Source: an optimization exercise on an open RTL-to-GDS flow (aim: small area). Production flows keep margins and buffers that such runs may drop. Only simulation tests tie the RTL to the original design; equivalence was not proved. No driver is modelled on the clock port, so clock power and skew are understated where the tree is cut down; a real chip needs a root buffer or a tree.

Design fir_filter, start of the top module:
module fir_filter(clk,reset,data_in,data_out);
input clk,reset;
input signed [15:0] data_in;  
output reg signed [15:0] data_out;  
reg [15:0] x0, x1, x2, x3, x4, x5, x6, x7;
wire [15:0] y;
always @(posedge clk or posedge reset)
  if (reset) begin
    x0 <= 0; x1 <= 0; x2 <= 0; x3 <= 0;
    x4 <= 0; x5 <= 0; x6 <= 0; x7 <= 0;
    data_out <= 0;
  end else begin
    x0 <= data_in; x1 <= x0; x2 <= x1; x3 <= x2;
    x4 <= x3; x5 <= x4; x6 <= x5; x7 <= x6;
    data_out <= y;
  end
  wire n1 = x1[0] ^ x6[0];
  wire n2 = x1[0] & x6[0];
  wire n3, n4;
  fir_fa u_n3 (.a(x1[1]), .b(x6[1]), .c(n2), .s(n3), .co(n4));
  wire n5, n6;
  fir_fa u_n5 (.a(x1[2]), .b(x6[2]), .c(n4), .s(n5), .co(n6));
  wire n7, n8;
  fir_fa u_n7 (.a(x1[3]), .b(x6[3]), .c(n6), .s(n7), .co(n8));
  wire n9, n10;
  fir_fa u_n9 (.a(x1[4]), .b(x6[4]), .c(n8), .s(n9), .co(n10));
  wire n11, n12;
  fir_fa u_n11 (.a(x1[5]), .b(x6[5]), .c(n10), .s(n11), .co(n12));
  wire n13, n14;
  fir_fa u_n13 (.a(x1[6]), .b(x6[6]), .c(n12), .s(n13), .co(n14));
  wire n15, n16;
  fir_fa u_n15 (.a(x1[7]), .b(x6[7]), .c(n14), .s(n15), .co(n16));
  wire n17, n18;
  fir_fa u_n17 (.a(x1[8]), .b(x6[8]), .c(n16), .s(n17), .co(n18));
  wire n19, n20;
  fir_fa u_n19 (.a(x1[9]), .b(x6[9]), .c(n18), .s(n19), .co(n20));
  wire n21, n22;
  fir_fa u_n21 (.a(x1[10]), .b(x6[10]), .c(n20), .s(n21), .co(n22));
  wire n23, n24;
  fir_fa u_n23 (.a(x1[11]), .b(x6[11]), .c(n22), .s(n23), .co(n24));
  wire n25, n26;
  fir_fa u_n25 (.a(x1[12]), .b(x6[12]), .c(n24), .s(n25), .co(n26));
  wire n27, n28;
  fir_fa u_n27 (.a(x1[13]), .b(x6[13]), .c(n26), .s(n27), .co(n28));
  wire n29, n30;
  fir_fa u_n29 (.a(x1[14]), .b(x6[14]), .c(n28), .s(n29), .co(n30));
  wire n31, n32;
  fir_fa u_n31 (.a(x1[15]), .b(x6[15]), .c(~n30), .s(n31), .co(n32));
  wire n33 = x2[0] ^ x5[0];
  wire n34 = x2[0] & x5[0];
  wire n35, n36;
  ...
==> flow/config.mk <==
export PLATFORM = sky130hd
export DESIGN_NAME = fir_filter
export DESIGN_NICKNAME = fir_filter
export VERILOG_FILES = /design/flow/design.v
export SDC_FILE = /design/flow/constraint.sdc
export NUM_CORES = 4
export LEC_CHECK = 0
export CAP_MARGIN = 20
export CORE_MARGIN = 2
export CORE_UTILIZATION = 72
export GPL_TIMING_DRIVEN = 0
export SLEW_MARGIN = 20
export SYNTH_HIERARCHICAL = 1
==> flow/constraint.sdc <==
create_clock -name core_clock -period 13.0 [get_ports {clk}]
set_input_delay 2.6000 -clock core_clock [delete_from_list [all_inputs] [get_ports {clk}]]
set_output_delay 2.6000 -clock core_clock [all_outputs]
set_load 0.01 [all_outputs]
standard.sh (not shown) runs the stock make flow with config.mk's settings and CLKGATE_MAP_FILE= SYNTH_SCRIPT=/design/flow/synth_recipe.tcl, a recipe that flattens the netlist after the stock synthesis.
==> flow/flow/run.sh <==
#!/bin/bash
# The standard layout (bash standard.sh) with these changes:
#  - port buffers (one per input and output port, as standard) use buf_1 cells;
#  - after clock tree synthesis, its tree is replaced (POST_CTS_TCL hook) by a
#    two-level tree: clk -> one clkbuf_8 -> 8 clkbuf_8, each driving the
#    flip-flops of one placement cluster (flow/mantree.tcl, flow/rebuild.tcl).
# standard.sh's output goes to standard_flow.log; ORFS's per-step logs stay in orfs/logs.
set -euo pipefail
FLOWDIR="$PWD/flow"
cat > "$PWD/post_cts.tcl" <<EOF
source $FLOWDIR/mantree.tcl
source $FLOWDIR/rebuild.tcl
clktree_rebuild 8 sky130_fd_sc_hd__clkbuf_8 sky130_fd_sc_hd__clkbuf_8
detailed_placement
check_placement -verbose
estimate_parasitics -placement
report_worst_slack -max
report_worst_slack -min
EOF
export POST_CTS_TCL="$PWD/post_cts.tcl"
export BUFFER_PORTS_ARGS="-buffer_cell sky130_fd_sc_hd__buf_1"
export CTS_ARGS="-sink_clustering_enable -repair_clock_nets -buf_list sky130_fd_sc_hd__clkbuf_8 -dont_use_dummy_load"
bash standard.sh > standard_flow.log 2>&1
Other scripts of this flow, unchanged in this note and not shown: flow/flow/mantree.tcl, flow/flow/rebuild.tcl
Rerun with:
--- a/flow/flow/run.sh
+++ b/flow/flow/run.sh
@@ -5 +5 @@
-#    two-level tree: clk -> one clkbuf_8 -> 8 clkbuf_8, each driving the
+#    two-level tree: clk -> one clkbuf_8 -> 9 clkbuf_8, each driving the
@@ -13 +13 @@
-clktree_rebuild 8 sky130_fd_sc_hd__clkbuf_8 sky130_fd_sc_hd__clkbuf_8
+clktree_rebuild 9 sky130_fd_sc_hd__clkbuf_8 sky130_fd_sc_hd__clkbuf_8
- CORE_UTILIZATION: 72 -> 80
Setup slack degrades by 0.12 ns; worst hold slack hardly moves; synthesized cell count is unchanged; final area is about the same.
Rerun with:
- CORE_UTILIZATION: 80 -> 72
The changed run finished clean; clock skew hardly moves; flip-flop and latch count is unchanged; global-route usage came out lower by 7.0 points; setup slack improved by 0.15 ns; final area stays flat; routed wire length came out lower by about 10%; maximum frequency came out higher by 1.2%; via count came out lower by 5.6%; cell count came out higher by 3.2%; critical path depth came out higher by 3.
Rerun with:
- CORE_UTILIZATION: 72 -> 66
What happened:
- register-to-register slack loses 0.05 ns
- sequential share of layout area barely changes
- wire length goes down by 4.2%
- synthesized cell count is unchanged
No run of this note takes its clock network from TritonCTS; it comes from the design's own scripts or RTL.

========
## 04-11
fir_filter, a different RTL version from the one above (not shown whole).
Size in the first run: about 650 cells after synthesis, ~140 flip-flops, about 34 I/O pins, roughly 0.011 sq mm of cells after synthesis.
// fir_filter
module fir_filter(clk,reset,data_in,data_out);
input clk,reset;
input signed [15:0] data_in;  
output reg signed [15:0] data_out;  
reg [15:0] x0, x1, x2, x3, x4, x5, x6, x7;
wire [15:0] y;
always @(posedge clk or posedge reset)
  if (reset) begin
    x0 <= 0; x1 <= 0; x2 <= 0; x3 <= 0;
    x4 <= 0; x5 <= 0; x6 <= 0; x7 <= 0;
    data_out <= 0;
  end else begin
    x0 <= data_in; x1 <= x0; x2 <= x1; x3 <= x2;
    x4 <= x3; x5 <= x4; x6 <= x5; x7 <= x6;
    data_out <= y;
  end
  wire n1 = x1[0] ^ x6[0];
  wire n2 = x1[0] & x6[0];
  wire n3, n4;
  fir_fa u_n3 (.a(x1[1]), .b(x6[1]), .c(n2), .s(n3), .co(n4));
  wire n5, n6;
  fir_fa u_n5 (.a(x1[2]), .b(x6[2]), .c(n4), .s(n5), .co(n6));
  wire n7, n8;
  fir_fa u_n7 (.a(x1[3]), .b(x6[3]), .c(n6), .s(n7), .co(n8));
  wire n9, n10;
  fir_fa u_n9 (.a(x1[4]), .b(x6[4]), .c(n8), .s(n9), .co(n10));
  wire n11, n12;
  fir_fa u_n11 (.a(x1[5]), .b(x6[5]), .c(n10), .s(n11), .co(n12));
  wire n13, n14;
  fir_fa u_n13 (.a(x1[6]), .b(x6[6]), .c(n12), .s(n13), .co(n14));
  wire n15, n16;
  fir_fa u_n15 (.a(x1[7]), .b(x6[7]), .c(n14), .s(n15), .co(n16));
  wire n17, n18;
  fir_fa u_n17 (.a(x1[8]), .b(x6[8]), .c(n16), .s(n17), .co(n18));
  wire n19, n20;
  fir_fa u_n19 (.a(x1[9]), .b(x6[9]), .c(n18), .s(n19), .co(n20));
  wire n21, n22;
  fir_fa u_n21 (.a(x1[10]), .b(x6[10]), .c(n20), .s(n21), .co(n22));
  wire n23, n24;
  fir_fa u_n23 (.a(x1[11]), .b(x6[11]), .c(n22), .s(n23), .co(n24));
  wire n25, n26;
  fir_fa u_n25 (.a(x1[12]), .b(x6[12]), .c(n24), .s(n25), .co(n26));
  wire n27, n28;
  fir_fa u_n27 (.a(x1[13]), .b(x6[13]), .c(n26), .s(n27), .co(n28));
  wire n29, n30;
  fir_fa u_n29 (.a(x1[14]), .b(x6[14]), .c(n28), .s(n29), .co(n30));
  wire n31, n32;
  ...
export LEC_CHECK = 0
export CAP_MARGIN = 20
export CORE_MARGIN = 2
export CORE_UTILIZATION = 72
export GPL_TIMING_DRIVEN = 0
export SLEW_MARGIN = 20
export SYNTH_HIERARCHICAL = 1
create_clock -name core_clock -period 13.0 [get_ports {clk}]
==> flow/flow/run.sh <==
#!/bin/bash
# The standard layout (bash standard.sh) with these changes:
#  - port buffers (one per input and output port, as standard) use buf_1 cells;
#  - after clock tree synthesis, its tree is replaced (POST_CTS_TCL hook) by a
#    two-level tree (flow/mantree.tcl, flow/rebuild.tcl): clk -> one clkbuf_8
#    -> 8 clkbuf_8 leaves, each driving the x* sample flip-flops of one
#    placement cluster; the 16 data_out flip-flops get their own leaf, fed
#    through two clkdlybuf4s50_1 cells.  That skew only helps the
#    register-to-register paths x* -> data_out (the filter arithmetic); the
#    input paths (data_in -> x0) see the normal clock and the output paths
#    (data_out -> ports) only lose slack.
# standard.sh's output goes to standard_flow.log; ORFS's per-step logs stay in orfs/logs.
set -euo pipefail
FLOWDIR="$PWD/flow"
cat > "$PWD/post_cts.tcl" <<EOF
source $FLOWDIR/mantree.tcl
source $FLOWDIR/rebuild.tcl
clktree_rebuild 8 sky130_fd_sc_hd__clkbuf_8 sky130_fd_sc_hd__clkbuf_8 {data_out*} sky130_fd_sc_hd__clkdlybuf4s50_1 2
detailed_placement
check_placement -verbose
estimate_parasitics -placement
report_worst_slack -max
report_worst_slack -min
EOF
export POST_CTS_TCL="$PWD/post_cts.tcl"
export BUFFER_PORTS_ARGS="-buffer_cell sky130_fd_sc_hd__buf_1"
export CTS_ARGS="-sink_clustering_enable -repair_clock_nets -buf_list sky130_fd_sc_hd__clkbuf_8 -dont_use_dummy_load"
bash standard.sh > standard_flow.log 2>&1
Other scripts of this flow, unchanged in this note and not shown: flow/flow/mantree.tcl, flow/flow/rebuild.tcl
Per the final summary, 04-11 finished and its layout is clean on timing, DRC and antenna.
The following lists how 12-03 was set up differently from 04-11:
diff --git a/flow/flow/run.sh b/flow/flow/run.sh
--- a/flow/flow/run.sh
+++ b/flow/flow/run.sh
@@ -24,4 +24,6 @@
 EOF
 export POST_CTS_TCL="$PWD/post_cts.tcl"
+# the timing repair that follows global routing runs with the final clock tree
+export SKIP_CTS_REPAIR_TIMING=1
 export BUFFER_PORTS_ARGS="-buffer_cell sky130_fd_sc_hd__buf_1"
 export CTS_ARGS="-sink_clustering_enable -repair_clock_nets -buf_list sky130_fd_sc_hd__clkbuf_8 -dont_use_dummy_load"
diff --git a/flow/config.mk b/flow/config.mk
--- a/flow/config.mk
+++ b/flow/config.mk
@@ -6,8 +6,8 @@
 export NUM_CORES = 4
 export LEC_CHECK = 0
-export CAP_MARGIN = 20
+export CAP_MARGIN = 0
 export CORE_MARGIN = 2
 export CORE_UTILIZATION = 72
 export GPL_TIMING_DRIVEN = 0
-export SLEW_MARGIN = 20
+export SLEW_MARGIN = 0
 export SYNTH_HIERARCHICAL = 1
[summary]
Compared with 04-11, placement density in the core of 12-03 is lower. Of 12-03 and 04-11, it is 12-03 that has the lower routed wire length. Relative to 04-11, 12-03 degrades post-layout minimum cycle time.
No run of this note takes its clock network from TritonCTS; it comes from the design's own scripts or RTL.

========
## job 2973
fir_filter, a different RTL version from the one above (not shown whole).
Size: about 720 cells after synthesis, roughly 140 flip-flops, about 13000 µm² of cells after synthesis.
export LEC_CHECK = 0
export CAP_MARGIN = 20
export CORE_MARGIN = 2
export CORE_UTILIZATION = 60
export CTS_BUF_LIST = sky130_fd_sc_hd__clkbuf_8
export SLEW_MARGIN = 20
export SYNTH_HIERARCHICAL = 1
create_clock -name core_clock -period 13.0 [get_ports {clk}]
==> flow/flow/run.sh <==
#!/bin/bash
set -euo pipefail
export CTS_ARGS="-sink_clustering_enable -repair_clock_nets -buf_list sky130_fd_sc_hd__clkbuf_8 -dont_use_dummy_load"
bash standard.sh > standard_flow.log 2>&1
The inputs of job 1489 differ from those of job 2973 as listed below.
Settings: CTS_CLUSTER_DIAMETER now 150, previously not set; CTS_CLUSTER_SIZE now 40, previously not set; CTS_BUF_LIST now sky130_fd_sc_hd__clkbuf_16, was sky130_fd_sc_hd__clkbuf_8.
==> flow/run.sh (new file) <==
#!/bin/bash
# synth_recipe.tcl (not shown) runs the flow's synth.tcl, then flattens the netlist and writes it again
# the make line also repeats each setting of config.mk as NAME=value (left out here)
make -C /OpenROAD-flow-scripts/flow DESIGN_CONFIG=/design/flow/config.mk WORK_HOME=/design/flow/orfs CLKGATE_MAP_FILE= SYNTH_SCRIPT=/design/flow/synth_recipe.tcl finish
removed: flow/flow/run.sh
removed: flow/standard.sh
--- outcome ---
- Global-route usage (higher): job 1489
- Per the comparison of job 1489 with job 2973, cell count after synthesis flat; met1 layer wirelength in the final routing flat; sequential share of layout area down 0.68 points.
- Compared with job 2973, job 1489 ends up with a larger final cell area.
- Per the comparison of job 1489 with job 2973, hold slack about even, ratio of final minimum period to clock period rose 0.18 points.
Setup changes, job 1489 to job 4317
Settings: CTS_CLUSTER_DIAMETER: 150 -> unset; GPL_TIMING_DRIVEN: unset -> 0; CTS_CLUSTER_SIZE: 40 -> unset; CTS_BUF_LIST: sky130_fd_sc_hd__clkbuf_16 -> unset.
==> flow/flow/run.sh (new file) <==
#!/bin/bash
set -euo pipefail
export CTS_ARGS="-sink_clustering_enable -repair_clock_nets -buf_list sky130_fd_sc_hd__clkbuf_8 -dont_use_dummy_load"
bash standard.sh > standard_flow.log 2>&1
==> flow/standard.sh (new file) <==
#!/bin/bash
# synth_recipe.tcl (not shown) runs the flow's synth.tcl, then flattens the netlist and writes it again
# the make line also repeats each setting of config.mk as NAME=value (left out here)
make -C /OpenROAD-flow-scripts/flow DESIGN_CONFIG=/design/flow/config.mk WORK_HOME=/design/flow/orfs CLKGATE_MAP_FILE= SYNTH_SCRIPT=/design/flow/synth_recipe.tcl "${@:-finish}"
removed: flow/run.sh
### Flow results
Setup slack: job 4317 more than job 1489
Against job 1489 as the reference, job 4317 delivers a lower wire length reported by the detailed router.
Job 4317: flow completed, timing, DRC and antenna clean
When job 4317 is set beside job 1489, its filler-free cell count of the finished design turns out to be about 3.3% smaller.
Job 4317 vs job 1489, met1 track demand over resource went down by 5.9 points.
[inputs] job 9066 vs job 4317
==> flow/flow/run.sh <==
#!/bin/bash
set -euo pipefail
export CTS_ARGS="-sink_clustering_enable -repair_clock_nets -buf_list sky130_fd_sc_hd__clkbuf_16 -sink_clustering_size 36 -sink_clustering_max_diameter 200 -dont_use_dummy_load"
bash standard.sh > standard_flow.log 2>&1
--- outcome ---
Job 9066 ends up with higher relative max-transition margin than job 4317 does. Delta (job 9066 minus job 4317): area growth from synthesis to layout increased by 1.5 points relative to the old numbers, total length of routed wires increased by about 0.9% relative to the old numbers.
[inputs] job 1169 vs job 9066
==> flow/flow/run.sh <==
#!/bin/bash
set -euo pipefail
export CTS_ARGS="-sink_clustering_enable -repair_clock_nets -buf_list sky130_fd_sc_hd__clkbuf_8 -sink_clustering_size 24 -sink_clustering_max_diameter 150 -dont_use_dummy_load"
bash standard.sh > standard_flow.log 2>&1
Job 1169 ran to completion and came out clean on the timing, design-rule and antenna checks. Compared with job 9066, in job 1169 violation count after the first detailed-route iteration has decreased. On met1 track demand over resource, job 1169 and job 9066 are neck and neck. Relative to job 9066, the cell area measured on job 1169 has decreased slightly. | global-route usage | job 1169 vs job 9066 | ≈ equal |. Job 9066 has a higher clock network area share than job 1169.

[afterwards: timing with drivers on the ports]
The flow's constraints put no driver on any port. The routed layouts listed below were extracted and timed again, unchanged, in two steps. Step 1 assumes that a clkbuf_16 drives the clock port and a buf_2 every other input. Step 2, shift: input delay + t, output delay - t, t = (earliest + latest rising clock arrival at the registers) / 2. This alone moves slack from input paths to output paths. Three values: no drivers, after step 1, after step 2; two values: the first two.
run | t, ns | slack for setup (ns) | latest minus earliest clock arrival (ns) | pins driven straight from the clock port
the first run of note 1 | 0.445 | 0.412 / 0.412 / 0.412 | 0.024 / 0.024 | 1
the second run of note 1 | 0.433 | 0.287 / 0.287 / 0.287 | 0.019 / 0.018 | 1
the third run of note 1 | 0.446 | 0.438 / 0.438 / 0.438 | 0.019 / 0.019 | 1
the fourth run of note 1 | 0.451 | 0.392 / 0.392 / 0.392 | 0.024 / 0.024 | 1
04-11 | 0.907 | 0.967 / 0.967 / 0.967 | 0.962 / 0.961 | 1
12-03 | 0.905 | 0.594 / 0.594 / 0.594 | 0.982 / 0.982 | 1
job 2973 | 0.478 | 0.649 / 0.649 / 0.649 | 0.039 / 0.039 | 1
job 1489 | 0.470 | 0.625 / 0.625 / 0.625 | 0.015 / 0.015 | 1
job 4317 | 0.477 | 0.679 / 0.679 / 0.679 | 0.038 / 0.038 | 1
job 9066 | 0.447 | 0.623 / 0.623 / 0.623 | 0.030 / 0.030 | 1
job 1169 | 0.477 | 0.679 / 0.679 / 0.679 | 0.038 / 0.038 | 1
In 04-11 and 12-03 the clock reaches the registers at very different times; t lies between them, and the last value is a rough guide only.
